What follows belongs to an exercise in optimizing a design on an open flow for a short achievable clock period; a production flow would make more cautious choices.
The RTL was checked by simulation tests, not by an equivalence proof against the original design.
No driver is modelled on the clock port, so clock power and skew are understated where the tree is cut down; a real chip needs a root buffer or a tree.
No activity file was given, so power comes from the tool's default toggle rates.

## run A
==> flow/design.v <==
`timescale              1ns/1ps
`default_nettype        none
module EF_PSRAM_CTRL_ahbl (
    input   wire            HCLK,
    input   wire            HRESETn,
    input   wire            HSEL,
    input   wire [31:0]     HADDR,
    input   wire [31:0]     HWDATA,
    input   wire [1:0]      HTRANS,
    input   wire [2:0]      HSIZE,
    input   wire            HWRITE,
    input   wire            HREADY,
    output  wire            HREADYOUT,
    output  wire [31:0]     HRDATA,
    output  wire            sck,
    output  wire            ce_n,
    input   wire [3:0]      din,
    output  wire [3:0]      dout,
    output  wire [3:0]      douten
);
    reg         busy;            
    reg         hro;             
    reg         act;             
    reg         ce_r;            
    reg         sck_i;           
    reg         sck_r;           
    reg         shift;           
    reg [1:0]   busy_a;          
    reg [4:0]   cnt;             
    reg [4:0]   lastm1;          
    reg         done;            
    reg         wr;              
    reg         in_cmd;          
    reg         in_addr;         
    reg         asr_en;          
    reg [23:0]  asr;             
    reg [7:0]   wsel;            
    reg [3:0]   wdn;             
    reg [3:0]   dout_a;          
    reg [3:0]   dout_r;          
    reg         douten_r;
    reg [31:0]  rdata;           
    reg [31:0]  hrdata_r;        
    wire        ahb_addr_phase  = HTRANS[1] & HSEL & HREADY;
    wire        run             = busy & act;
    wire        shift_nx        = busy & ~done & act & ~sck_i;
    always @(posedge HCLK or negedge HRESETn)
        if(!HRESETn) begin
            busy    <= 1'b0;
            hro     <= 1'b0;
            act     <= 1'b0;
            ce_r    <= 1'b0;
        end else begin
            busy    <= busy ? ~done : ahb_addr_phase;
            hro     <= busy_a[0] ? ~(done & ~sck_i) : ahb_addr_phase;
            act     <= busy_a[0];
            ce_r    <= busy;
        end
    always @(posedge HCLK or negedge HRESETn)
        if(!HRESETn)
            busy_a  <= 2'b00;
        else begin
            busy_a[0] <= busy_a[0] ? ~done : ahb_addr_phase;
            busy_a[1] <= busy_a[1] ? ~done : ahb_addr_phase;
        end
    always @(posedge HCLK) begin
        shift   <= shift_nx;
        sck_i   <= act & ~sck_i;
        sck_r   <= act & ~sck_r;
        cnt     <= run ? cnt + {4'b0, shift} : 5'd0;
        done    <= run & (shift ? (cnt == lastm1) : done);
        in_cmd  <= run ? in_cmd & ~(shift & (cnt == 5'd6)) : 1'b1;
        in_addr <= run ? (in_addr | (shift & (cnt == 5'd6))) & ~(shift & (cnt == 5'd12)) : 1'b0;
        wsel    <= run ? (shift_nx ? {wsel[6:0], wsel[7]} : wsel) : 8'b0000_1000;
        asr_en  <= shift_nx & ~in_cmd;
    end
    always @(posedge HCLK)
        if(~busy_a[0]) begin
            wr      <= HWRITE;
            lastm1  <= HWRITE ? ((HSIZE == 3'd0) ? 5'd14 : (HSIZE == 3'd1) ? 5'd16 : 5'd20)
                              : ((HSIZE == 3'd0) ? 5'd21 : (HSIZE == 3'd1) ? 5'd23 : 5'd27);
        end
    always @(posedge HCLK) begin
        if(~busy_a[0])
            asr[11:0]   <= {HADDR[15:12], HADDR[19:16], HADDR[23:20]};
        else if(asr_en)
            asr[11:0]   <= asr[15:4];
        if(~busy_a[1])
            asr[23:12]  <= {HADDR[3:0], HADDR[7:4], HADDR[11:8]};
        else if(asr_en)
            asr[23:12]  <= {4'h0, asr[23:16]};
    end
    wire [7:0]  cmd     = wr ? 8'h38 : 8'heb;
    wire [2:0]  cmd_i   = 3'd6 - cnt[2:0];
    wire [31:0] wd_ord  = {HWDATA[27:24], HWDATA[31:28], HWDATA[19:16], HWDATA[23:20],
                           HWDATA[11:8],  HWDATA[15:12], HWDATA[3:0],   HWDATA[7:4]};
    reg  [3:0]  wd_nib;
    integer k;
    always @* begin
        wd_nib = 4'h0;
        for(k = 0; k < 8; k = k + 1)
            wd_nib = wd_nib | ({4{wsel[k]}} & wd_ord[4*k +: 4]);
    end
    wire [3:0]  nxt_d   = in_cmd  ? {3'b000, cmd[cmd_i]} :
                          in_addr ? asr[3:0] : wdn;
    always @(posedge HCLK)
        wdn <= wd_nib;
    wire        wr_d    = busy_a[0] ? wr : HWRITE;
    always @(posedge HCLK) begin
        if(~busy_a[0])
            dout_a  <= {3'b000, ~wr_d};
        else if(shift_nx)
            dout_a  <= nxt_d;
        dout_r  <= dout_a;
        if(~act)
            douten_r <= 1'b1;
        else if(shift & ~wr & ~in_cmd & ~in_addr)
            douten_r <= 1'b0;
    end
    genvar i;
    generate
        for(i = 0; i < 8; i = i + 1) begin : g_nib
            wire cap = shift & ~wr & (cnt == 5'd20 + (i ^ 1));
            always @(posedge HCLK)
                if(cap)
                    rdata[i*4 +: 4] <= din;
        end
    endgenerate
    always @(posedge HCLK)
        hrdata_r <= rdata;
    assign HREADYOUT    = ~hro;
    assign HRDATA       = hrdata_r;
    assign sck          = sck_r;
    assign ce_n         = ~ce_r;
    assign dout         = dout_r;
    assign douten       = {4{douten_r}};
endmodule
export LEC_CHECK = 0
export CAP_MARGIN = 20
export CORE_MARGIN = 2
export CORE_UTILIZATION = 45
export SETUP_SLACK_MARGIN = 2.2
export SLEW_MARGIN = 20
create_clock -name core_clock -period 3.5 [get_ports {HCLK}]
standard.sh (not shown) runs the stock make flow with config.mk's settings and CLKGATE_MAP_FILE= SYNTH_SCRIPT=/design/flow/synth_recipe.tcl, a recipe that flattens the netlist after the stock synthesis.
==> flow/flow/run.sh <==
#!/bin/bash
# Standard ORFS flow, except that after CTS the clock tree is rebuilt as a
# single level: the clock port drives NCLK clkbuf_16 cells, each of which
# drives one balanced cluster of flip-flops (see post_cts.tcl).
set -euo pipefail
here=$(pwd)
export POST_CTS_TCL=$here/flow/post_cts.tcl
export FLOW_NCLK=${FLOW_NCLK:-4}
bash standard.sh finish > $here/standard_make.log 2>&1
==> flow/flow/post_cts.tcl <==
# Rebuild the clock tree made by CTS as one level of clkbuf_16 cells, each
# driving an equal share of the flip-flops, grouped by location.
set block [ord::get_db_block]
set db [ord::get_db]
set nclk $::env(FLOW_NCLK)
set buf_master [$db findMaster sky130_fd_sc_hd__clkbuf_16]
set clk_port_net [$block findNet HCLK]

# Pull each output's driving chain (port buffer, an inverter if any, and the
# flip-flop) next to its pin, so the register-to-pin wires are short.
proc driver_inst {net} {
  if {$net eq "NULL"} { return "" }
  foreach it [$net getITerms] {
    if {[$it isOutputSignal]} { return [$it getInst] }
  }
  return ""
}
proc sink_count {net} {
  set n 0
  foreach it [$net getITerms] { if {[$it isInputSignal]} { incr n } }
  return [expr {$n + [llength [$net getBTerms]]}]
}
set core [$block getCoreArea]
set site_h 2720
foreach bt [$block getBTerms] {
  if {[$bt getIoType] ne "OUTPUT"} { continue }
  set pb [$bt getBBox]
  set px [expr {([$pb xMin] + [$pb xMax]) / 2}]
  set py [expr {([$pb yMin] + [$pb yMax]) / 2}]
  set tx [expr {min(max($px, [$core xMin] + 2000), [$core xMax] - 6000)}]
  set ty [expr {min(max($py, [$core yMin] + 2000), [$core yMax] - 4000)}]
  set inst [driver_inst [$bt getNet]]
  set chain {}
  while {$inst ne ""} {
    set m [$inst getMaster]
    lappend chain $inst
    if {[$m isSequential]} { break }
    # follow the single data input of a buffer or inverter
    set ins {}
    foreach it [$inst getITerms] { if {[$it isInputSignal]} { lappend ins $it } }
    if {[llength $ins] != 1} { set chain {}; break }
    set innet [[lindex $ins 0] getNet]
    if {$innet eq "NULL" || [sink_count $innet] > 4} { break }
    set inst [driver_inst $innet]
  }
  foreach inst $chain {
    if {[$inst getPlacementStatus] eq "FIRM" || [$inst isFixed]} { continue }
    $inst setLocation $tx $ty
  }
  puts "output [$bt getName]: moved [llength $chain] cells to $tx $ty"
}
detailed_placement

# flip-flop clock pins reached through the CTS tree
set sinks {}
foreach inst [$block getInsts] {
  set m [$inst getMaster]
  if {[$m isSequential]} {
    foreach it [$inst getITerms] {
      if {[[$it getMTerm] getName] eq "CLK"} { lappend sinks $it }
    }
  }
}
# remove the CTS buffers, load cells and their nets
foreach inst [$block getInsts] {
  set n [$inst getName]
  if {[string match clkbuf_*HCLK* $n] || [string match clkload* $n]} {
    odb::dbInst_destroy $inst
  }
}
foreach net [$block getNets] {
  if {[string match clknet_* [$net getName]]} { odb::dbNet_destroy $net }
}

# split sinks into nclk groups of equal size: first by x, then by y
proc xy {it} {
  set inst [$it getInst]
  set b [$inst getBBox]
  return [list [expr {([$b xMin] + [$b xMax]) / 2}] [expr {([$b yMin] + [$b yMax]) / 2}]]
}
proc split_groups {items n axis} {
  if {$n <= 1} { return [list $items] }
  set keyed {}
  foreach it $items { lappend keyed [list [lindex [xy $it] $axis] $it] }
  set keyed [lsort -integer -index 0 $keyed]
  set n1 [expr {$n / 2}]
  set k [expr {round(double([llength $keyed]) * $n1 / $n)}]
  set a {}; set b {}
  set i 0
  foreach p $keyed {
    if {$i < $k} { lappend a [lindex $p 1] } else { lappend b [lindex $p 1] }
    incr i
  }
  set nx [expr {1 - $axis}]
  return [concat [split_groups $a $n1 $nx] [split_groups $b [expr {$n - $n1}] $nx]]
}
set groups [split_groups $sinks $nclk 0]

# refine: balanced k-means (Manhattan), each group at most ceil(n / nclk) sinks
proc median {l} {
  set l [lsort -integer $l]
  return [lindex $l [expr {[llength $l] / 2}]]
}
proc centers {groups} {
  set cs {}
  foreach grp $groups {
    set xs {}; set ys {}
    foreach it $grp { lassign [xy $it] x y; lappend xs $x; lappend ys $y }
    lappend cs [list [median $xs] [median $ys]]
  }
  return $cs
}
proc wirelen {groups} {
  set tot 0
  foreach grp $groups c [centers $groups] {
    lassign $c cx cy
    foreach it $grp { lassign [xy $it] x y; incr tot [expr {abs($x - $cx) + abs($y - $cy)}] }
  }
  return $tot
}
set cap [expr {int(ceil(double([llength $sinks]) / $nclk))}]
puts "clock clustering: initial spread [wirelen $groups]"
for {set iter 0} {$iter < 20} {incr iter} {
  set cs [centers $groups]
  set pairs {}
  foreach it $sinks {
    lassign [xy $it] x y
    set k 0
    foreach c $cs {
      lassign $c cx cy
      lappend pairs [list [expr {abs($x - $cx) + abs($y - $cy)}] $k $it]
      incr k
    }
  }
  set pairs [lsort -integer -index 0 $pairs]
  array unset taken
  set new {}
  for {set k 0} {$k < [llength $cs]} {incr k} { lappend new {}; set cnt($k) 0 }
  foreach p $pairs {
    lassign $p d k it
    if {[info exists taken($it)] || $cnt($k) >= $cap} { continue }
    set taken($it) 1
    incr cnt($k)
    lset new $k [concat [lindex $new $k] [list $it]]
  }
  if {[wirelen $new] >= [wirelen $groups]} { break }
  set groups $new
}
puts "clock clustering: final spread [wirelen $groups] after $iter rounds"

set g 0
foreach grp $groups {
  set xs {}; set ys {}
  foreach it $grp { lassign [xy $it] x y; lappend xs $x; lappend ys $y }
  set cx [median $xs]
  set cy [median $ys]
  set net [odb::dbNet_create $block clknet_lvl1_$g]
  $net setSigType CLOCK
  set inst [odb::dbInst_create $block $buf_master clkbuf_lvl1_$g]
  $inst setLocation $cx $cy
  $inst setPlacementStatus PLACED
  [$inst findITerm A] connect $clk_port_net
  [$inst findITerm X] connect $net
  foreach it $grp { $it disconnect; $it connect $net }
  puts "clock group $g: [llength $grp] sinks, buffer at $cx $cy"
  incr g
}
$clk_port_net setSigType CLOCK

# port buffers: plain buffers, not delay cells
proc port_buffer_swap {} {
  set block [ord::get_db_block]
  set db [ord::get_db]
  foreach bt [$block getBTerms] {
    set name [$bt getName]
    if {$name eq "HCLK"} { continue }
    set net [$bt getNet]
    if {$net eq "NULL"} { continue }
    set io [$bt getIoType]
    foreach it [$net getITerms] {
      set inst [$it getInst]
      set m [[$inst getMaster] getName]
      if {![regexp {__(buf|clkbuf|dlygate|clkdlybuf|dlymetal|dlybuf)} $m]} { continue }
      if {$io eq "INPUT" && [$it isInputSignal]} {
        set want sky130_fd_sc_hd__buf_4
      } elseif {$io eq "OUTPUT" && [$it isOutputSignal]} {
        set want sky130_fd_sc_hd__buf_6
      } else { continue }
      if {$m ne $want} {
        puts "port $name: [$inst getName] $m -> $want"
        replace_cell [$inst getName] $want
      }
    }
  }
}
port_buffer_swap
detailed_placement
estimate_parasitics -placement
repair_timing_helper
detailed_placement
check_placement -verbose
estimate_parasitics -placement
report_clock_skew
report_worst_slack -max
Run A: done, clean on timing, DRC and antenna
## Diff of input files: run B against run A
diff --git a/flow/flow/post_cts.tcl b/flow/flow/post_cts.tcl
--- a/flow/flow/post_cts.tcl
+++ b/flow/flow/post_cts.tcl
@@ -6,49 +6,4 @@
 set buf_master [$db findMaster sky130_fd_sc_hd__clkbuf_16]
 set clk_port_net [$block findNet HCLK]
-
-# Pull each output's driving chain (port buffer, an inverter if any, and the
-# flip-flop) next to its pin, so the register-to-pin wires are short.
-proc driver_inst {net} {
-  if {$net eq "NULL"} { return "" }
-  foreach it [$net getITerms] {
-    if {[$it isOutputSignal]} { return [$it getInst] }
-  }
-  return ""
-}
-proc sink_count {net} {
-  set n 0
-  foreach it [$net getITerms] { if {[$it isInputSignal]} { incr n } }
-  return [expr {$n + [llength [$net getBTerms]]}]
-}
-set core [$block getCoreArea]
-set site_h 2720
-foreach bt [$block getBTerms] {
-  if {[$bt getIoType] ne "OUTPUT"} { continue }
-  set pb [$bt getBBox]
-  set px [expr {([$pb xMin] + [$pb xMax]) / 2}]
-  set py [expr {([$pb yMin] + [$pb yMax]) / 2}]
-  set tx [expr {min(max($px, [$core xMin] + 2000), [$core xMax] - 6000)}]
-  set ty [expr {min(max($py, [$core yMin] + 2000), [$core yMax] - 4000)}]
-  set inst [driver_inst [$bt getNet]]
-  set chain {}
-  while {$inst ne ""} {
-    set m [$inst getMaster]
-    lappend chain $inst
-    if {[$m isSequential]} { break }
-    # follow the single data input of a buffer or inverter
-    set ins {}
-    foreach it [$inst getITerms] { if {[$it isInputSignal]} { lappend ins $it } }
-    if {[llength $ins] != 1} { set chain {}; break }
-    set innet [[lindex $ins 0] getNet]
-    if {$innet eq "NULL" || [sink_count $innet] > 4} { break }
-    set inst [driver_inst $innet]
-  }
-  foreach inst $chain {
-    if {[$inst getPlacementStatus] eq "FIRM" || [$inst isFixed]} { continue }
-    $inst setLocation $tx $ty
-  }
-  puts "output [$bt getName]: moved [llength $chain] cells to $tx $ty"
-}
-detailed_placement
 
 # flip-flop clock pins reached through the CTS tree
The power density relative to cell area number comes out higher for run A vs run B.
Delta (run B minus run A): average cell area after synthesis ~0 delta, register-to-register slack held.
Summary — global-route usage, run B relative to run A: lower, by 1.8 points.
On combinational power, run A and run B are neck and neck.
No run of this note takes its clock network from TritonCTS; it comes from the design's own scripts or RTL.

separate check: timing with driven ports:
Ports are ideal in the flow. The routed layouts listed here were re-timed in OpenROAD.
Step 1 assumes that a clkbuf_16 drives the clock port and a buf_2 every other input.
Step 2 moves the port delays by t, midway between the first and last clock arrival at a register: inputs arrive t later, outputs are due t later. That takes back most of the time a late clock gives input paths.
Slacks: ideal ports / drivers / drivers and shift; pairs: ideal ports / drivers.
| run | t (ns) | setup WS [ns] | pins driven straight from the clock port |
|---|---|---|---|
| run A | 0.248 | 2.069 / 1.993 / 2.039 | 4 |
| run B | 0.252 | 2.088 / 2.007 / 2.041 | 4 |
After both steps setup and hold are still met in every run listed. The setup slack of run B, which loses most, moves by -0.081 ns with the drivers and by -0.047 ns with both steps.
